From an optimization exercise on the open Yosys and OpenROAD flow, aimed at small area, a short achievable clock period and few clock cycles; shortcuts taken in it are not production practice.
In this exercise RTL edits were held to simulation tests only and were not proved equivalent to the original.
No activity file was given, so power comes from the tool's default toggle rates.

==> run D: inputs <==
Design pipelined_cpu, start of the top module:
module pipelined_cpu(
    input clk,
    input rst_n,
    output [15:0]imem_addr,
    input [31:0]imem_rdata,
    output [15:0]dmem_addr,
    output dmem_we,
    output [31:0]dmem_wdata,
    input [31:0]dmem_rdata,
    output reg debug_wb_have_inst,
    output reg [31:0]debug_wb_pc,
    output reg debug_wb_ena,
    output reg [4:0]debug_wb_reg,
    output reg [31:0]debug_wb_value
    );
Settings: LEC_CHECK=0, CAP_MARGIN=20, CORE_MARGIN=2, CORE_UTILIZATION=40, CTS_CLUSTER_DIAMETER=80, CTS_CLUSTER_SIZE=25, SETUP_SLACK_MARGIN=5, SLEW_MARGIN=20, TNS_END_PERCENT=10; clock period 9.0 ns.
standard.sh (not shown) runs the stock make flow with config.mk's settings and CLKGATE_MAP_FILE= SYNTH_SCRIPT=/design/flow/synth_recipe.tcl, a recipe that flattens the netlist after the stock synthesis.
==> flow/flow/run.sh <==
#!/bin/bash
# The standard layout (standard.sh), with one change: the port buffers that
# buffer_ports inserts are sky130_fd_sc_hd__buf_2 instead of the delay cell it
# picks by default. Every port still gets its buffer. make's output goes to
# make_finish.log; each tool's full log stays in orfs/logs/.
set -euo pipefail
bash standard.sh "BUFFER_PORTS_ARGS=-buffer_cell sky130_fd_sc_hd__buf_2" finish > make_finish.log 2>&1
test -f out/final.def
==> inputs of run E, as changes to run D <==
--- a/flow/design.v
+++ b/flow/design.v
@@ -6,31 +6,36 @@
     output [15:0]dmem_addr,
     output dmem_we,
     output [31:0]dmem_wdata,
     input [31:0]dmem_rdata,
     output reg debug_wb_have_inst,
-    output reg [31:0]debug_wb_pc,
+    output [31:0]debug_wb_pc,
     output reg debug_wb_ena,
     output reg [4:0]debug_wb_reg,
     output reg [31:0]debug_wb_value
     );
-    reg [31:0] fpc;      
-    reg [31:0] pc;       
-    reg [31:0] alt;      
-    reg [31:7] ir;
+    reg [31:2] fpc_q;    
+    wire [31:0] fpc = {fpc_q, 2'b00};
+    reg [1:0] bc0, bc1;
+    reg [31:2] pc;       
+    reg [31:2] alt_q;    
+    wire [31:0] alt = {alt_q, 2'b00};
+    reg [14:7] ir;       
+    reg [31:0] immq;     
     reg [31:0] ra;       
     reg [31:0] rb;       
     reg        fam;      
     reg        fbm;      
     reg        fbm_r;    
     reg        v;        
     reg        kill;     
     reg is_lw, is_jalr, is_sw, is_br, is_link, is_lui, is_rr, pred;
+    reg k_eq, k_ne, k_lt, k_ge;   
     reg wr_kind, xwe, sub, sra;
     reg s_add, s_sll, s_xor, s_sr, s_or, s_and;
     reg        m_v;
-    reg [31:0] m_pc;
+    reg [31:2] m_pc;
     reg [31:0] m_res;    
     reg [31:0] m_data;   
     reg [4:0]  m_rd;
     reg        m_wr, m_we, m_lw, m_sw;
     wire [31:0] q [0:31];
@@ -48,15 +53,15 @@
     wire [2:0] f3 = ir[14:12];
     wire [4:0] rd = ir[11:7];
     wire x_we = xwe & ~kill;
     wire [31:0] a = fam ? m_res : ra;
     wire [31:0] b = fbm ? m_res : rb;
-    wire [31:0] imm = is_sw ? {{20{ir[31]}}, ir[31:25], ir[11:7]} : {{20{ir[31]}}, ir[31:20]};
+    wire [31:0] imm = immq;
     wire [31:0] rb_imm = is_rr ? rb : imm;
     wire [31:0] opb = fbm_r ? m_res : rb_imm;
     wire [31:0] sum = a + (sub ? ~opb : opb) + {31'b0, sub};
-    wire [4:0] sh = is_rr ? b[4:0] : ir[24:20];
+    wire [4:0] sh = is_rr ? b[4:0] : immq[4:0];
     wire [31:0] a_rev;
     wire [31:0] shout;
     wire [31:0] sll;
     genvar gj;
     generate
@@ -67,19 +72,32 @@
     endgenerate
     wire [31:0] shin = s_sll ? a_rev : a;
     assign shout = $signed({sra & a[31], shin}) >>> sh;
     wire [31:0] early = ({32{s_xor}} & (a ^ opb)) | ({32{s_or}} & (a | opb)) |
                         ({32{s_and}} & (a & opb)) |
-                        ({32{is_link}} & alt) | ({32{is_lui}} & {ir[31:12], 12'b0});
+                        ({32{is_link}} & alt) | ({32{is_lui}} & immq);
     wire [31:0] xres = ({32{s_add}} & sum) | ({32{s_sll}} & sll) |
                        ({32{s_sr}} & shout) | early;
     wire eq = a == b;
     wire lt = $signed(a) < $signed(b);
     wire cond = f3[2] ? (lt ^ f3[0]) : (eq ^ f3[0]);
-    wire redirect = ~kill & (is_jalr | (is_br & (cond ^ pred)));
-    wire [31:0] jt = a + {{20{ir[31]}}, ir[31:20]};
+    wire redirect = ~kill & (is_jalr | (is_br & ((eq & k_eq) | (~eq & k_ne) | (lt & k_lt) | (~lt & k_ge))));
+    wire [31:0] jt = a + immq;
     wire [31:0] redirect_pc = is_jalr ? {jt[31:1], 1'b0} : alt;
+    wire [1:0] bcx = pc[2] ? bc1 : bc0;
+    wire x_dis = cond ^ immq[31];
+    wire [1:0] bcn = x_dis ? ((bcx == 2'b11) ? 2'b11 : bcx + 2'b01)
+                           : ((bcx == 2'b00) ? 2'b00 : bcx - 2'b01);
+    always @(posedge clk or negedge rst_n) begin
+        if (!rst_n) begin
+            bc0 <= 2'b00;
+            bc1 <= 2'b00;
+        end else if (is_br & ~kill) begin
+            if (pc[2]) bc1 <= bcn;
+            else bc0 <= bcn;
+        end
+    end
     assign dmem_addr = m_res[17:2];
     assign dmem_we = m_sw;
     assign dmem_wdata = m_data;
     wire [31:0] m_val = m_lw ? dmem_rdata : m_res;
     assign imem_addr = fpc[17:2];
@@ -102,20 +120,21 @@
     wire f_use2 = f_r | f_sw | f_br;
     wire [31:0] f_imm = fi[3] ? {{12{fi[31]}}, fi[19:12], fi[20], fi[30:21], 1'b0}
                               : {{20{fi[31]}}, fi[7], fi[30:25], fi[11:8], 1'b0};
     wire [31:0] f_tgt = fpc + f_imm;
     wire [31:0] f_pc4 = fpc + 32'd4;
-    wire f_pred = f_jal | (f_br & fi[31]);
-    wire f_fwd_br = f_br & ~fi[31];
+    wire f_flip = fpc[2] ? bc1[1] : bc0[1];
+    wire f_pred = f_jal | (f_br & (fi[31] ^ f_flip));
+    wire f_fwd_br = f_br & ~(fi[31] ^ f_flip);
     wire stall = is_lw && x_we && ((f_use1 && rd == rs1) || (f_use2 && rd == rs2));
     wire [31:0] fpc_f = ({32{f_pred & ~stall}} & f_tgt) | ({32{~f_pred & ~stall}} & f_pc4) |
                         ({32{stall}} & fpc);
     always @(posedge clk or negedge rst_n) begin
         if (!rst_n)
-            fpc <= 32'd0;
+            fpc_q <= 30'd0;
         else
-            fpc <= redirect ? redirect_pc : fpc_f;
+            fpc_q <= redirect ? redirect_pc[31:2] : fpc_f[31:2];
     end
     reg [31:0] rf1, rf2;
     integer k;
     always @(*) begin
         rf1 = 32'd0;
@@ -129,14 +148,20 @@
         ra <= (m_we && m_rd == rs1) ? m_val : rf1;
         rb <= (m_we && m_rd == rs2) ? m_val : rf2;
         fam <= x_we && rd == rs1;
         fbm <= x_we && rd == rs2;
         fbm_r <= x_we && rd == rs2 && f_r;
-        ir <= fi[31:7];
-        pc <= fpc;
-        alt <= f_fwd_br ? f_tgt : f_pc4;
+        ir <= fi[14:7];
+        immq <= f_sw ? {{20{fi[31]}}, fi[31:25], fi[11:7]} :
+                f_lui ? {fi[31:12], 12'b0} : {{20{fi[31]}}, fi[31:20]};
+        pc <= fpc_q;
+        alt_q <= f_fwd_br ? f_tgt[31:2] : f_pc4[31:2];
         pred <= f_pred;
+        k_eq <= (ff3 == 3'b000 & ~f_pred) | (ff3 == 3'b001 & f_pred);
+        k_ne <= (ff3 == 3'b000 & f_pred) | (ff3 == 3'b001 & ~f_pred);
+        k_lt <= (ff3 == 3'b100 & ~f_pred) | (ff3 == 3'b101 & f_pred);
+        k_ge <= (ff3 == 3'b100 & f_pred) | (ff3 == 3'b101 & ~f_pred);
         sub <= f_r & fi[30];
         sra <= fi[30];
         s_add <= (f_alu & ff3 == 3'b000) | f_lw | f_sw;
         s_sll <= f_alu & ff3 == 3'b001;
         s_xor <= f_alu & ff3 == 3'b100;
@@ -186,20 +211,22 @@
         m_res <= xres;
         m_data <= b;
         m_rd <= rd;
         m_lw <= is_lw;
     end
+    reg [31:2] wb_pc;
+    assign debug_wb_pc = {wb_pc, 2'b00};
     always @(posedge clk or negedge rst_n) begin
         if (!rst_n) begin
             debug_wb_have_inst <= 1'b0;
             debug_wb_ena <= 1'b0;
         end else begin
             debug_wb_have_inst <= m_v;
             debug_wb_ena <= m_wr;
         end
     end
     always @(posedge clk) begin
-        debug_wb_pc <= m_pc;
+        wb_pc <= m_pc;
         debug_wb_reg <= m_rd;
         debug_wb_value <= m_val;
     end
 endmodule
==> flow/flow/run.sh (replaced) <==
#!/bin/bash
# The standard layout (standard.sh), with one change: the port buffers that
# buffer_ports inserts are sky130_fd_sc_hd__buf_4 instead of the delay cell it
# picks by default. Every port still gets its buffer. make's output goes to
# make_finish.log; each tool's full log stays in orfs/logs/.
set -euo pipefail
bash standard.sh "BUFFER_PORTS_ARGS=-buffer_cell sky130_fd_sc_hd__buf_4" finish > make_finish.log 2>&1
test -f out/final.def
CELL_PAD_IN_SITES_DETAIL_PLACEMENT = 1   (was not set)
TNS_END_PERCENT = 100   (was 10)
==> inputs of run Z, as changes to run D <==
--- a/flow/design.v
+++ b/flow/design.v
@@ -6,19 +6,23 @@
     output [15:0]dmem_addr,
     output dmem_we,
     output [31:0]dmem_wdata,
     input [31:0]dmem_rdata,
     output reg debug_wb_have_inst,
-    output reg [31:0]debug_wb_pc,
+    output [31:0]debug_wb_pc,
     output reg debug_wb_ena,
     output reg [4:0]debug_wb_reg,
     output reg [31:0]debug_wb_value
     );
-    reg [31:0] fpc;      
-    reg [31:0] pc;       
-    reg [31:0] alt;      
-    reg [31:7] ir;
+    reg [31:2] fpc_q;    
+    wire [31:0] fpc = {fpc_q, 2'b00};
+    reg [1:0] bc0, bc1;
+    reg [31:2] pc;       
+    reg [31:2] alt_q;    
+    wire [31:0] alt = {alt_q, 2'b00};
+    reg [14:7] ir;       
+    reg [31:0] immq;     
     reg [31:0] ra;       
     reg [31:0] rb;       
     reg        fam;      
     reg        fbm;      
     reg        fbm_r;    
@@ -26,11 +30,11 @@
     reg        kill;     
     reg is_lw, is_jalr, is_sw, is_br, is_link, is_lui, is_rr, pred;
     reg wr_kind, xwe, sub, sra;
     reg s_add, s_sll, s_xor, s_sr, s_or, s_and;
     reg        m_v;
-    reg [31:0] m_pc;
+    reg [31:2] m_pc;
     reg [31:0] m_res;    
     reg [31:0] m_data;   
     reg [4:0]  m_rd;
     reg        m_wr, m_we, m_lw, m_sw;
     wire [31:0] q [0:31];
@@ -48,15 +52,15 @@
     wire [2:0] f3 = ir[14:12];
     wire [4:0] rd = ir[11:7];
     wire x_we = xwe & ~kill;
     wire [31:0] a = fam ? m_res : ra;
     wire [31:0] b = fbm ? m_res : rb;
-    wire [31:0] imm = is_sw ? {{20{ir[31]}}, ir[31:25], ir[11:7]} : {{20{ir[31]}}, ir[31:20]};
+    wire [31:0] imm = immq;
     wire [31:0] rb_imm = is_rr ? rb : imm;
     wire [31:0] opb = fbm_r ? m_res : rb_imm;
     wire [31:0] sum = a + (sub ? ~opb : opb) + {31'b0, sub};
-    wire [4:0] sh = is_rr ? b[4:0] : ir[24:20];
+    wire [4:0] sh = is_rr ? b[4:0] : immq[4:0];
     wire [31:0] a_rev;
     wire [31:0] shout;
     wire [31:0] sll;
     genvar gj;
     generate
@@ -67,19 +71,32 @@
     endgenerate
     wire [31:0] shin = s_sll ? a_rev : a;
     assign shout = $signed({sra & a[31], shin}) >>> sh;
     wire [31:0] early = ({32{s_xor}} & (a ^ opb)) | ({32{s_or}} & (a | opb)) |
                         ({32{s_and}} & (a & opb)) |
-                        ({32{is_link}} & alt) | ({32{is_lui}} & {ir[31:12], 12'b0});
+                        ({32{is_link}} & alt) | ({32{is_lui}} & immq);
     wire [31:0] xres = ({32{s_add}} & sum) | ({32{s_sll}} & sll) |
                        ({32{s_sr}} & shout) | early;
     wire eq = a == b;
     wire lt = $signed(a) < $signed(b);
     wire cond = f3[2] ? (lt ^ f3[0]) : (eq ^ f3[0]);
     wire redirect = ~kill & (is_jalr | (is_br & (cond ^ pred)));
-    wire [31:0] jt = a + {{20{ir[31]}}, ir[31:20]};
+    wire [31:0] jt = a + immq;
     wire [31:0] redirect_pc = is_jalr ? {jt[31:1], 1'b0} : alt;
+    wire [1:0] bcx = pc[2] ? bc1 : bc0;
+    wire x_dis = cond ^ immq[31];
+    wire [1:0] bcn = x_dis ? ((bcx == 2'b11) ? 2'b11 : bcx + 2'b01)
+                           : ((bcx == 2'b00) ? 2'b00 : bcx - 2'b01);
+    always @(posedge clk or negedge rst_n) begin
+        if (!rst_n) begin
+            bc0 <= 2'b00;
+            bc1 <= 2'b00;
+        end else if (is_br & ~kill) begin
+            if (pc[2]) bc1 <= bcn;
+            else bc0 <= bcn;
+        end
+    end
     assign dmem_addr = m_res[17:2];
     assign dmem_we = m_sw;
     assign dmem_wdata = m_data;
     wire [31:0] m_val = m_lw ? dmem_rdata : m_res;
     assign imem_addr = fpc[17:2];
@@ -102,20 +119,21 @@
     wire f_use2 = f_r | f_sw | f_br;
     wire [31:0] f_imm = fi[3] ? {{12{fi[31]}}, fi[19:12], fi[20], fi[30:21], 1'b0}
                               : {{20{fi[31]}}, fi[7], fi[30:25], fi[11:8], 1'b0};
     wire [31:0] f_tgt = fpc + f_imm;
     wire [31:0] f_pc4 = fpc + 32'd4;
-    wire f_pred = f_jal | (f_br & fi[31]);
-    wire f_fwd_br = f_br & ~fi[31];
+    wire f_flip = fpc[2] ? bc1[1] : bc0[1];
+    wire f_pred = f_jal | (f_br & (fi[31] ^ f_flip));
+    wire f_fwd_br = f_br & ~(fi[31] ^ f_flip);
     wire stall = is_lw && x_we && ((f_use1 && rd == rs1) || (f_use2 && rd == rs2));
     wire [31:0] fpc_f = ({32{f_pred & ~stall}} & f_tgt) | ({32{~f_pred & ~stall}} & f_pc4) |
                         ({32{stall}} & fpc);
     always @(posedge clk or negedge rst_n) begin
         if (!rst_n)
-            fpc <= 32'd0;
+            fpc_q <= 30'd0;
         else
-            fpc <= redirect ? redirect_pc : fpc_f;
+            fpc_q <= redirect ? redirect_pc[31:2] : fpc_f[31:2];
     end
     reg [31:0] rf1, rf2;
     integer k;
     always @(*) begin
         rf1 = 32'd0;
@@ -129,13 +147,15 @@
         ra <= (m_we && m_rd == rs1) ? m_val : rf1;
         rb <= (m_we && m_rd == rs2) ? m_val : rf2;
         fam <= x_we && rd == rs1;
         fbm <= x_we && rd == rs2;
         fbm_r <= x_we && rd == rs2 && f_r;
-        ir <= fi[31:7];
-        pc <= fpc;
-        alt <= f_fwd_br ? f_tgt : f_pc4;
+        ir <= fi[14:7];
+        immq <= f_sw ? {{20{fi[31]}}, fi[31:25], fi[11:7]} :
+                f_lui ? {fi[31:12], 12'b0} : {{20{fi[31]}}, fi[31:20]};
+        pc <= fpc_q;
+        alt_q <= f_fwd_br ? f_tgt[31:2] : f_pc4[31:2];
         pred <= f_pred;
         sub <= f_r & fi[30];
         sra <= fi[30];
         s_add <= (f_alu & ff3 == 3'b000) | f_lw | f_sw;
         s_sll <= f_alu & ff3 == 3'b001;
@@ -186,20 +206,22 @@
         m_res <= xres;
         m_data <= b;
         m_rd <= rd;
         m_lw <= is_lw;
     end
+    reg [31:2] wb_pc;
+    assign debug_wb_pc = {wb_pc, 2'b00};
     always @(posedge clk or negedge rst_n) begin
         if (!rst_n) begin
             debug_wb_have_inst <= 1'b0;
             debug_wb_ena <= 1'b0;
         end else begin
             debug_wb_have_inst <= m_v;
             debug_wb_ena <= m_wr;
         end
     end
     always @(posedge clk) begin
-        debug_wb_pc <= m_pc;
+        wb_pc <= m_pc;
         debug_wb_reg <= m_rd;
         debug_wb_value <= m_val;
     end
 endmodule
CELL_PAD_IN_SITES_DETAIL_PLACEMENT = 1   (was not set)
TNS_END_PERCENT = 30   (was 10)
==> run notes <==
quantity	run Z	run E	run D
Status	timing/DRC/antenna clean	timing/DRC/antenna clean	timing/DRC/antenna clean
Reg2reg path depth	15	15	13
Met1 Use GR	45.2%	44.8%	44.3%
Classification of the worst setup path	input pin to flip-flop	flip-flop to flip-flop	input pin to flip-flop
Internal cell power	0.0116 W	0.0120 W	0.0115 W
Synth Area in Simple Gates	7.31%	7.40%	6.97%
Source of the worst hold timing path	pc[25]	pc[11]	m_pc[12]
Largest net degree at the start of global routing	49	66	66
Max Clock Freq	232 MHz	233 MHz	223 MHz
Worst VDD drop	0.192 mV	0.196 mV	0.159 mV
Register share of total power	47.7%	46.4%	48.0%
Global-route wire length before repair	449000 um	452000 um	429000 um
Clock skew after layout	0.0457 ns	0.0590 ns	0.0459 ns
Cell count after placement	7419	7445	7389
Buffers outside the clock class	473	502	470
Kind of start point of the critical path	input pin	flip-flop	input pin
Comb power	0.00480 W	0.00549 W	0.00474 W
Critical path peak fanout	20	7	24
Critical path depth in cells	9	15	9
Pwr dens	245 nW/um^2	248 nW/um^2	242 nW/um^2
Utilization after layout	46.0%	47.1%	45.7%
Compound-cell area share of the yosys netlist	21.0%	21.0%	20.9%
Total track usage	38.4%	38.4%	36.9%
HPWL after detailed placement	203000 um	200000 um	189000 um
Power, Total	0.0183 W	0.0191 W	0.0179 W
Final critical-path share of the clock period	47.9%	47.8%	49.7%
Actual transition at the worst max-transition pin	1.29 ns	1.32 ns	1.25 ns
Testbench counts of run D, summed over its fixed seeds: cycles 91,727.
Testbench counts of run E, summed over its fixed seeds: cycles 90,510.
Testbench counts of run Z, summed over its fixed seeds: cycles 90,510.

## afterwards: timing with drivers on the ports
The results above use ideal ports. As a check the final layouts listed here were re-extracted and re-timed, cells and wires unchanged.
Step 1 (the two cells are an assumption about what drives the block):
set clk [get_ports {clk}]
set_driving_cell -lib_cell sky130_fd_sc_hd__clkbuf_16 $clk
set_driving_cell -lib_cell sky130_fd_sc_hd__buf_2 [delete_from_list [all_inputs] $clk]
Step 2 times the ports against the registers' clock, not the clock port: input delays grow and output delays shrink by t, the midpoint of the rising clock arrivals with the driver on.
a / b / c = no drivers / after step 1 / after step 2; a / b = the first two.
run | t, ns | setup slack, ns | latest minus earliest clock arrival (ns) | worst register clock-pin slew, ns | pins driven straight from the clock port
run D | 0.849 | 4.525 / 4.596 / 3.747 | 0.063 / 0.063 | 0.11 / 0.11 | 1
run E | 0.844 | 4.702 / 4.702 / 3.966 | 0.079 / 0.079 | 0.11 / 0.11 | 1
run Z | 0.833 | 4.685 / 4.723 / 3.890 | 0.066 / 0.067 | 0.11 / 0.11 | 1
After both steps every run listed still meets setup and hold. The setup slack of run Z, which loses most, moves by +0.038 ns with the drivers and by -0.795 ns with both steps.
